What follows belongs to an exercise in optimizing a design on an open flow for small area and a short achievable clock period; a production flow would make more cautious choices. The RTL was checked by simulation tests, not by an equivalence proof against the original design. The clock port is modelled as an ideal driver, which makes a skipped or thinned clock tree look cheaper than it is; a real chip needs a root buffer or a tree. Power is estimated from default activity; no workload was simulated.

Setup of the previous run:
// alu_top
module alu_top (
    input             clk,
    input      [3:0]  control,
    input             CI,
    input      [31:0] DATA_A,
    input      [31:0] DATA_B,
    output reg [31:0] OUT,
    output reg        CO,
    output reg        OVF,
    output reg        N,
    output reg        Z
);
reg  [3:0]  control_q;
reg         CI_q;
reg  [31:0] A_q, B_q;
wire [31:0] out_w;
wire        co_w, ovf_w, n_w, z_w;
always @(posedge clk) begin
    control_q <= control;
    CI_q      <= CI;
    A_q       <= DATA_A;
    B_q       <= DATA_B;
end
ALU #(.WIDTH(32)) alu (
    .control(control_q), .CI(CI_q), .DATA_A(A_q), .DATA_B(B_q),
    .OUT(out_w), .CO(co_w), .OVF(ovf_w), .N(n_w), .Z(z_w)
);
always @(posedge clk) begin
    OUT <= out_w;
    CO  <= co_w;
    OVF <= ovf_w;
    N   <= n_w;
    Z   <= z_w;
end
endmodule
Size in the first run: ~590 cells after synthesis, about 100 flip-flops, ~4600 um2 of cells after synthesis.
clock: 10.0 ns
lec_check: 0
cap_margin: 20
core_margin: 2
core_utilization: 40
slew_margin: 20
standard.sh (not shown) runs the stock make flow with config.mk's settings and CLKGATE_MAP_FILE= SYNTH_SCRIPT=/design/flow/synth_recipe.tcl, a recipe that flattens the netlist after the stock synthesis.
==> flow/flow/run.sh <==
#!/bin/bash
# ORFS layout through the standard.sh, with three changes: the logic is mapped by
# this flow's own ABC script (flow/abc.script; the registers come out as in the standard
# synthesis), the ports get small fast buffers, and timing repair aims below the clock
# period (the design is still built and signed off at the design's period).
set -euo pipefail
here=$(pwd)
export MY_ABC_SCRIPT=$here/flow/abc.script
bash standard.sh \
  "SYNTH_SCRIPT=$here/flow/synth.tcl" \
  "ADDER_MAP_FILE=" \
  "BUFFER_PORTS_ARGS=-buffer_cell sky130_fd_sc_hd__buf_1" \
  "SETUP_SLACK_MARGIN=7" \
  finish > make_finish.log 2>&1
==> flow/flow/abc.script <==
strash; &get -n; &deepsyn -T 30; &put; dch; map -a; topo
==> flow/flow/synth.tcl <==
proc synth {args} { yosys synth -nofsm -noshare {*}$args }
# Map the logic with this flow's own ABC script instead of ORFS's.
proc abc {args} {
  set i [lsearch -exact $args -script]
  if {$i >= 0} { lset args [expr {$i + 1}] $::env(MY_ABC_SCRIPT) }
  yosys abc {*}$args
}
source $::env(SCRIPTS_DIR)/synth.tcl
# left out here: clear keep_hierarchy, flatten, clean up, hide names made inside functions, write 1_2_yosys.v
The previous run reached the end of the flow, and the finished layout is clean on the timing, design-rule and antenna checks.
The following lists how the current run was set up differently from the previous run:
Settings: ABC_AREA: unset -> 1.
==> flow/flow/run.sh <==
#!/bin/bash
# Standard ORFS layout, with small fast port buffers and timing repair aimed
# below the clock period (the design is built and signed off at the design's period).
set -euo pipefail
bash standard.sh \
  "BUFFER_PORTS_ARGS=-buffer_cell sky130_fd_sc_hd__buf_1" \
  "SETUP_SLACK_MARGIN=7" \
  finish > make_finish.log 2>&1
removed: flow/flow/abc.script
removed: flow/flow/synth.tcl
Findings:
Cell depth of the worst hold path, the previous run and the current run: lower on the previous run. Relative to the previous run, switching power has gone up in the current run. Delta (the current run minus the previous run): combinational fraction of design power fell by 0.5 points; synthesis-to-layout area growth decreased by 44 points relative to the old numbers; placement-stage worst setup slack went up by 4.27 ns.

alu_top, a different RTL version from the one above (not shown whole).
For scale: about 990 cells after synthesis, ~100 flip-flops, roughly 110 I/O pins, roughly 7900 sq um of cells after synthesis.
## alu_top
module alu_top (
    input             clk,
    input      [3:0]  control,
    input             CI,
    input      [31:0] DATA_A,
    input      [31:0] DATA_B,
    output reg [31:0] OUT,
    output reg        CO,
    output reg        OVF,
    output reg        N,
    output reg        Z
);
export LEC_CHECK = 0
export ABC_CLOCK_PERIOD_IN_PS = 2000
export CAP_MARGIN = 20
export CORE_MARGIN = 2
export CORE_UTILIZATION = 40
export SLEW_MARGIN = 20
create_clock -name core_clock -period 10.0 [get_ports {clk}]
run.sh (not shown) runs the stock make flow with config.mk's settings and CLKGATE_MAP_FILE= SYNTH_SCRIPT=/design/flow/synth_recipe.tcl, a recipe that flattens the netlist after the stock synthesis.
Stock flow here: none of the scripts above is used.
Next try:
- ABC_CLOCK_PERIOD_IN_PS: 2000 -> unset
Effect: Utilization is unchanged; combinational power stays flat; via count stays the same; critical path depth is unchanged; count of clock-buffer cells in the layout is unchanged; cell area is unchanged; routed wire length does not change; cell count is unchanged.

## rev 12
The RTL this note starts from:
==> flow/design.v <==
module alu_top (
    input             clk,
    input      [3:0]  control,
    input             CI,
    input      [31:0] DATA_A,
    input      [31:0] DATA_B,
    output reg [31:0] OUT,
    output reg        CO,
    output reg        OVF,
    output reg        N,
    output reg        Z
);
reg  [3:0]  control_q;
reg         CI_q;
reg  [31:0] A_q, B_q;
wire [31:0] out_w;
wire        co_w, ovf_w, n_w, z_w;
always @(posedge clk) begin
    control_q <= control;
    CI_q      <= CI;
    A_q       <= DATA_A;
    B_q       <= DATA_B;
end
ALU #(.WIDTH(32)) alu (
    .control(control_q), .CI(CI_q), .DATA_A(A_q), .DATA_B(B_q),
    .OUT(out_w), .CO(co_w), .OVF(ovf_w), .N(n_w), .Z(z_w)
);
always @(posedge clk) begin
    OUT <= out_w;
    CO  <= co_w;
    OVF <= ovf_w;
    N   <= n_w;
    Z   <= z_w;
end
endmodule

module ALU #(parameter WIDTH=8)
    (
	  input [3:0] control,
	  input CI,
	  input [WIDTH-1:0] DATA_A,
	  input [WIDTH-1:0] DATA_B,
      output [WIDTH-1:0] OUT,
	  output CO,
	  output OVF,
	  output N, Z
    );
generate if (WIDTH == 32) begin : g_fast
wire c3 = control[3], c2 = control[2], c1 = control[1], c0 = control[0];
wire arith = ~c3 & (c2 | c1);                
wire sub   = c1;                             
wire inv   = arith & c1 & c0;                
wire cin   = ~c2 | ((c1 | c0) & CI);
wire k     = arith & (cin ^ inv);            
wire addop = ~c3 & c2 & ~c1;                 
wire subop = arith & c1;
wire [WIDTH-1:0] a = DATA_A;
wire [WIDTH-1:0] y = DATA_B ^ {WIDTH{sub}};
wire [WIDTH-1:0] p = a ^ y;
wire [WIDTH-1:0] g = a & y & {WIDTH{arith}};
wire [WIDTH-1:0] t = a | y;
wire l_and = ~c3 & ~c2 & ~c1 & ~c0;
wire l_xor = (~c3 & ~c2 & ~c1 & c0) | (c3 & c2 & c1 & ~c0);    
wire l_orr = c3 & c2 & ~c1 & ~c0;
wire l_mov = c3 & c2 & c0;                                      
wire [WIDTH-1:0] q = ({WIDTH{arith}} & (p ^ {WIDTH{inv}}))
                   | ({WIDTH{l_and}} & (a & y))
                   | ({WIDTH{l_xor}} & p)
                   | ({WIDTH{l_orr}} & t)
                   | ({WIDTH{l_mov}} & y);
wire [31:0] G0 = {g[30:0], k};
wire [31:0] P0 = {p[30:0], 1'b0};
wire G1_1 = G0[1] | (P0[1] & G0[0]);
wire G1_3 = G0[3] | (P0[3] & G0[2]);
wire P1_3 = P0[3] & P0[2];
wire G1_5 = G0[5] | (P0[5] & G0[4]);
wire P1_5 = P0[5] & P0[4];
wire G1_7 = G0[7] | (P0[7] & G0[6]);
wire P1_7 = P0[7] & P0[6];
wire G1_9 = G0[9] | (P0[9] & G0[8]);
wire P1_9 = P0[9] & P0[8];
wire G1_11 = G0[11] | (P0[11] & G0[10]);
wire P1_11 = P0[11] & P0[10];
wire G1_13 = G0[13] | (P0[13] & G0[12]);
wire P1_13 = P0[13] & P0[12];
wire G1_15 = G0[15] | (P0[15] & G0[14]);
wire P1_15 = P0[15] & P0[14];
wire G1_17 = G0[17] | (P0[17] & G0[16]);
wire P1_17 = P0[17] & P0[16];
wire G1_19 = G0[19] | (P0[19] & G0[18]);
wire P1_19 = P0[19] & P0[18];
wire G1_21 = G0[21] | (P0[21] & G0[20]);
wire P1_21 = P0[21] & P0[20];
wire G1_23 = G0[23] | (P0[23] & G0[22]);
wire P1_23 = P0[23] & P0[22];
wire G1_25 = G0[25] | (P0[25] & G0[24]);
wire P1_25 = P0[25] & P0[24];
wire G1_27 = G0[27] | (P0[27] & G0[26]);
wire P1_27 = P0[27] & P0[26];
wire G1_29 = G0[29] | (P0[29] & G0[28]);
wire P1_29 = P0[29] & P0[28];
wire G1_31 = G0[31] | (P0[31] & G0[30]);
wire P1_31 = P0[31] & P0[30];
wire G2_3 = G1_3 | (P1_3 & G1_1);
wire G2_7 = G1_7 | (P1_7 & G1_5);
wire P2_7 = P1_7 & P1_5;
wire G2_11 = G1_11 | (P1_11 & G1_9);
wire P2_11 = P1_11 & P1_9;
wire G2_15 = G1_15 | (P1_15 & G1_13);
wire P2_15 = P1_15 & P1_13;
wire G2_19 = G1_19 | (P1_19 & G1_17);
wire P2_19 = P1_19 & P1_17;
wire G2_23 = G1_23 | (P1_23 & G1_21);
wire P2_23 = P1_23 & P1_21;
wire G2_27 = G1_27 | (P1_27 & G1_25);
wire P2_27 = P1_27 & P1_25;
wire G2_31 = G1_31 | (P1_31 & G1_29);
wire P2_31 = P1_31 & P1_29;
wire G3_7 = G2_7 | (P2_7 & G2_3);
wire G3_15 = G2_15 | (P2_15 & G2_11);
wire P3_15 = P2_15 & P2_11;
wire G3_23 = G2_23 | (P2_23 & G2_19);
wire P3_23 = P2_23 & P2_19;
wire G3_31 = G2_31 | (P2_31 & G2_27);
wire P3_31 = P2_31 & P2_27;
wire G4_15 = G3_15 | (P3_15 & G3_7);
wire G4_31 = G3_31 | (P3_31 & G3_23);
wire P4_31 = P3_31 & P3_23;
wire G5_31 = G4_31 | (P4_31 & G4_15);
wire G6_23 = G3_23 | (P3_23 & G4_15);
wire G7_11 = G2_11 | (P2_11 & G3_7);
wire G7_19 = G2_19 | (P2_19 & G4_15);
wire G7_27 = G2_27 | (P2_27 & G6_23);
wire G8_5 = G1_5 | (P1_5 & G2_3);
wire G8_9 = G1_9 | (P1_9 & G3_7);
wire G8_13 = G1_13 | (P1_13 & G7_11);
wire G8_17 = G1_17 | (P1_17 & G4_15);
wire G8_21 = G1_21 | (P1_21 & G7_19);
wire G8_25 = G1_25 | (P1_25 & G6_23);
wire G8_29 = G1_29 | (P1_29 & G7_27);
wire G9_2 = G0[2] | (P0[2] & G1_1);
wire G9_4 = G0[4] | (P0[4] & G2_3);
wire G9_6 = G0[6] | (P0[6] & G8_5);
wire G9_8 = G0[8] | (P0[8] & G3_7);
wire G9_10 = G0[10] | (P0[10] & G8_9);
wire G9_12 = G0[12] | (P0[12] & G7_11);
wire G9_14 = G0[14] | (P0[14] & G8_13);
wire G9_16 = G0[16] | (P0[16] & G4_15);
wire G9_18 = G0[18] | (P0[18] & G8_17);
wire G9_20 = G0[20] | (P0[20] & G7_19);
wire G9_22 = G0[22] | (P0[22] & G8_21);
wire G9_24 = G0[24] | (P0[24] & G6_23);
wire G9_26 = G0[26] | (P0[26] & G8_25);
wire G9_28 = G0[28] | (P0[28] & G7_27);
wire G9_30 = G0[30] | (P0[30] & G8_29);
wire [31:0] c;   
assign c[0] = G0[0];
assign c[1] = G1_1;
assign c[2] = G9_2;
assign c[3] = G2_3;
assign c[4] = G9_4;
assign c[5] = G8_5;
assign c[6] = G9_6;
assign c[7] = G3_7;
assign c[8] = G9_8;
assign c[9] = G8_9;
assign c[10] = G9_10;
assign c[11] = G7_11;
assign c[12] = G9_12;
assign c[13] = G8_13;
assign c[14] = G9_14;
assign c[15] = G4_15;
assign c[16] = G9_16;
assign c[17] = G8_17;
assign c[18] = G9_18;
assign c[19] = G7_19;
assign c[20] = G9_20;
assign c[21] = G8_21;
assign c[22] = G9_22;
assign c[23] = G6_23;
assign c[24] = G9_24;
assign c[25] = G8_25;
assign c[26] = G9_26;
assign c[27] = G7_27;
assign c[28] = G9_28;
assign c[29] = G8_29;
assign c[30] = G9_30;
assign c[31] = G5_31;
assign OUT = q ^ c;
assign N = OUT[WIDTH-1];
wire [WIDTH-1:0] tq = inv ? g : (t & {WIDTH{arith}});
wire [WIDTH-1:0] pc = {tq[WIDTH-2:0], k};
assign Z = ~|(q ^ pc);
wire c32 = g[WIDTH-1] | (p[WIDTH-1] & c[WIDTH-1]);
assign CO  = (addop & c32) | (subop & ~OUT[WIDTH-1]);
assign OVF = arith & (c[WIDTH-1] ^ c32);
end else begin : g_generic
reg [WIDTH-1:0] R; reg RC, RV;
always @(*) begin
	RC = 1'b0; RV = 1'b0;
	case (control)
		4'b0000: R = DATA_A & DATA_B;
		4'b0001: R = DATA_A ^ DATA_B;
		4'b0010: R = DATA_A - DATA_B;
		4'b0011: R = DATA_B - DATA_A;
		4'b0100: {RC, R} = DATA_A + DATA_B;
		4'b0101: {RC, R} = DATA_A + DATA_B + CI;
		4'b0110: R = DATA_A - DATA_B + CI - 1;
		4'b0111: R = DATA_B - DATA_A + CI - 1;
		4'b1100: R = DATA_A | DATA_B;
		4'b1101: R = DATA_B;
		4'b1110: R = DATA_A ^ ~DATA_B;
		4'b1111: R = ~DATA_B;
		default: R = {WIDTH{1'b0}};
	endcase
	case (control)
		4'b0010, 4'b0110: begin RC = ~R[WIDTH-1]; RV = (DATA_A[WIDTH-1] & ~DATA_B[WIDTH-1] & ~R[WIDTH-1]) | (~DATA_A[WIDTH-1] & DATA_B[WIDTH-1] & R[WIDTH-1]); end
		4'b0011, 4'b0111: begin RC = ~R[WIDTH-1]; RV = (DATA_B[WIDTH-1] & ~DATA_A[WIDTH-1] & ~R[WIDTH-1]) | (~DATA_B[WIDTH-1] & DATA_A[WIDTH-1] & R[WIDTH-1]); end
		4'b0100, 4'b0101: RV = (DATA_A[WIDTH-1] & DATA_B[WIDTH-1] & ~R[WIDTH-1]) | (~DATA_A[WIDTH-1] & ~DATA_B[WIDTH-1] & R[WIDTH-1]);
		default: ;
	endcase
end
assign OUT = R; assign CO = RC; assign OVF = RV;
assign N = R[WIDTH-1];
assign Z = ~|R;
end endgenerate
endmodule
Settings: LEC_CHECK=0, ABC_AREA=1, CAP_MARGIN=20, CORE_MARGIN=2, CORE_UTILIZATION=40, SLEW_MARGIN=20; clock period 10.0 ns.
The following lists how rev 13 was set up differently from rev 12:
==> flow/flow/run.sh (new file) <==
#!/bin/bash
# Standard ORFS layout through the standard.sh, with three changes: the ports get
# small fast buffers, the clock tree is one level of four clkbuf_16 (flow/cts_manual.tcl),
# and timing repair aims below the clock period (the design is still built and signed
# off at the design's period).
set -euo pipefail
here=$(pwd)
bash standard.sh \
  "BUFFER_PORTS_ARGS=-buffer_cell sky130_fd_sc_hd__buf_1" \
  "PRE_CTS_TCL=$here/flow/cts_manual.tcl" \
  "SETUP_SLACK_MARGIN=7" \
  finish > make_finish.log 2>&1
==> flow/flow/cts_manual.tcl (new file) <==
# Read by ORFS's CTS step (PRE_CTS_TCL). Replaces clock_tree_synthesis with a one-level
# clock tree: the clock port drives four clkbuf_16, each of which drives the registers of
# one quadrant of the placement (split at the median x, then at the median y). Every
# register sees the same single buffer stage, so the tree adds no deliberate skew.
proc clock_tree_synthesis { args } {
  set block [ord::get_db_block]
  set master [[ord::get_db] findMaster sky130_fd_sc_hd__clkbuf_16]
  set clknet [[$block findBTerm clk] getNet]
  set sinks {}
  foreach it [$clknet getITerms] {
    set bb [[$it getInst] getBBox]
    lappend sinks [list $it [expr {([$bb xMin] + [$bb xMax]) / 2}] [expr {([$bb yMin] + [$bb yMax]) / 2}]]
  }
  set sorted [lsort -integer -index 1 $sinks]
  set half [expr {[llength $sorted] / 2}]
  set groups {}
  foreach col [list [lrange $sorted 0 [expr {$half - 1}]] [lrange $sorted $half end]] {
    set col [lsort -integer -index 2 $col]
    set h [expr {[llength $col] / 2}]
    lappend groups [lrange $col 0 [expr {$h - 1}]] [lrange $col $h end]
  }
  set g 0
  foreach grp $groups {
    set inst [odb::dbInst_create $block $master clkbuf_q$g]
    set net [odb::dbNet_create $block clknet_q$g]
    $net setSigType CLOCK
    [$inst findITerm A] connect $clknet
    [$inst findITerm X] connect $net
    set sx 0
    set sy 0
    foreach s $grp {
      set it [lindex $s 0]
      $it disconnect
      $it connect $net
      set sx [expr {$sx + [lindex $s 1]}]
      set sy [expr {$sy + [lindex $s 2]}]
    }
    set m [llength $grp]
    $inst setLocation [expr {$sx / $m}] [expr {$sy / $m}]
    $inst setPlacementStatus PLACED
    incr g
  }
  puts "cts_manual: clock port drives $g clkbuf_16, [llength $sinks] registers"
  set_propagated_clock [all_clocks]
}
==> flow/standard.sh (new file) <==
#!/bin/bash
# synth_recipe.tcl (not shown) runs the flow's synth.tcl, then flattens the netlist and writes it again
# the make line also repeats each setting of config.mk as NAME=value (left out here)
make -C /OpenROAD-flow-scripts/flow DESIGN_CONFIG=/design/flow/config.mk WORK_HOME=/design/flow/orfs CLKGATE_MAP_FILE= SYNTH_SCRIPT=/design/flow/synth_recipe.tcl "${@:-finish}"
removed: flow/run.sh
==> summary.txt <==
Total track usage: rev 13 and rev 12 compared, lower one is rev 12
Number of routed nets with antenna violations: rev 13 vs rev 12 identical
Rev 13 vs rev 12 — headroom to the max-slew limit rose 21 points.
Summary: with rev 12 as the reference, cell-internal power in rev 13 moved down by more than 10%.
Rev 13 vs rev 12: sequential share of layout area up
Summary of rev 13 over rev 12: total power -0.22 mW; met1 demand-to-capacity share in global routing +2.2 points.
A slowest cell on the critical path of sky130_fd_sc_hd__inv_1 is what rev 12 shows, while sky130_fd_sc_hd__dfxtp_1 belongs to rev 13.
In rev 13 the design's own scripts or RTL, not TritonCTS, make the clock network.

re-timing with driven ports:
Ports are ideal in the flow. The routed layouts listed here were re-timed in OpenROAD. Step 1: set_driving_cell puts a clkbuf_16 on clk and a buf_2 on each other input, an assumption about the parent block. Step 2 also shifts input and output timing later by t, the mid clock arrival at the registers, as if the neighbouring blocks saw the same clock. Three values: ideal ports, drivers, drivers and shift; two values: the first two.
run	t, ns	setup WS [ns]	worst hold slack (ns)	worst setup path after step 2	slew at the worst register clock pin (ns)
the previous run	0.402	2.785 / 2.785 / 2.785	0.599 / 0.599 / 0.599	register to register	0.08 / 0.08
the current run	0.399	7.106 / 7.064 / 7.107	0.644 / 0.644 / 0.644	register to register	0.07 / 0.07
the first run of note 2	0.407	5.757 / 5.757 / 5.757	0.658 / 0.658 / 0.658	register to register	0.07 / 0.07
the second run of note 2	0.407	5.757 / 5.757 / 5.757	0.658 / 0.658 / 0.658	register to register	0.07 / 0.07
rev 12	0.400	5.777 / 5.777 / 5.777	0.646 / 0.646 / 0.646	register to register	0.07 / 0.07
rev 13	0.249	7.183 / 7.183 / 7.183	0.654 / 0.654 / 0.654	register to register	0.10 / 0.10
After both steps every run listed still meets setup and hold.
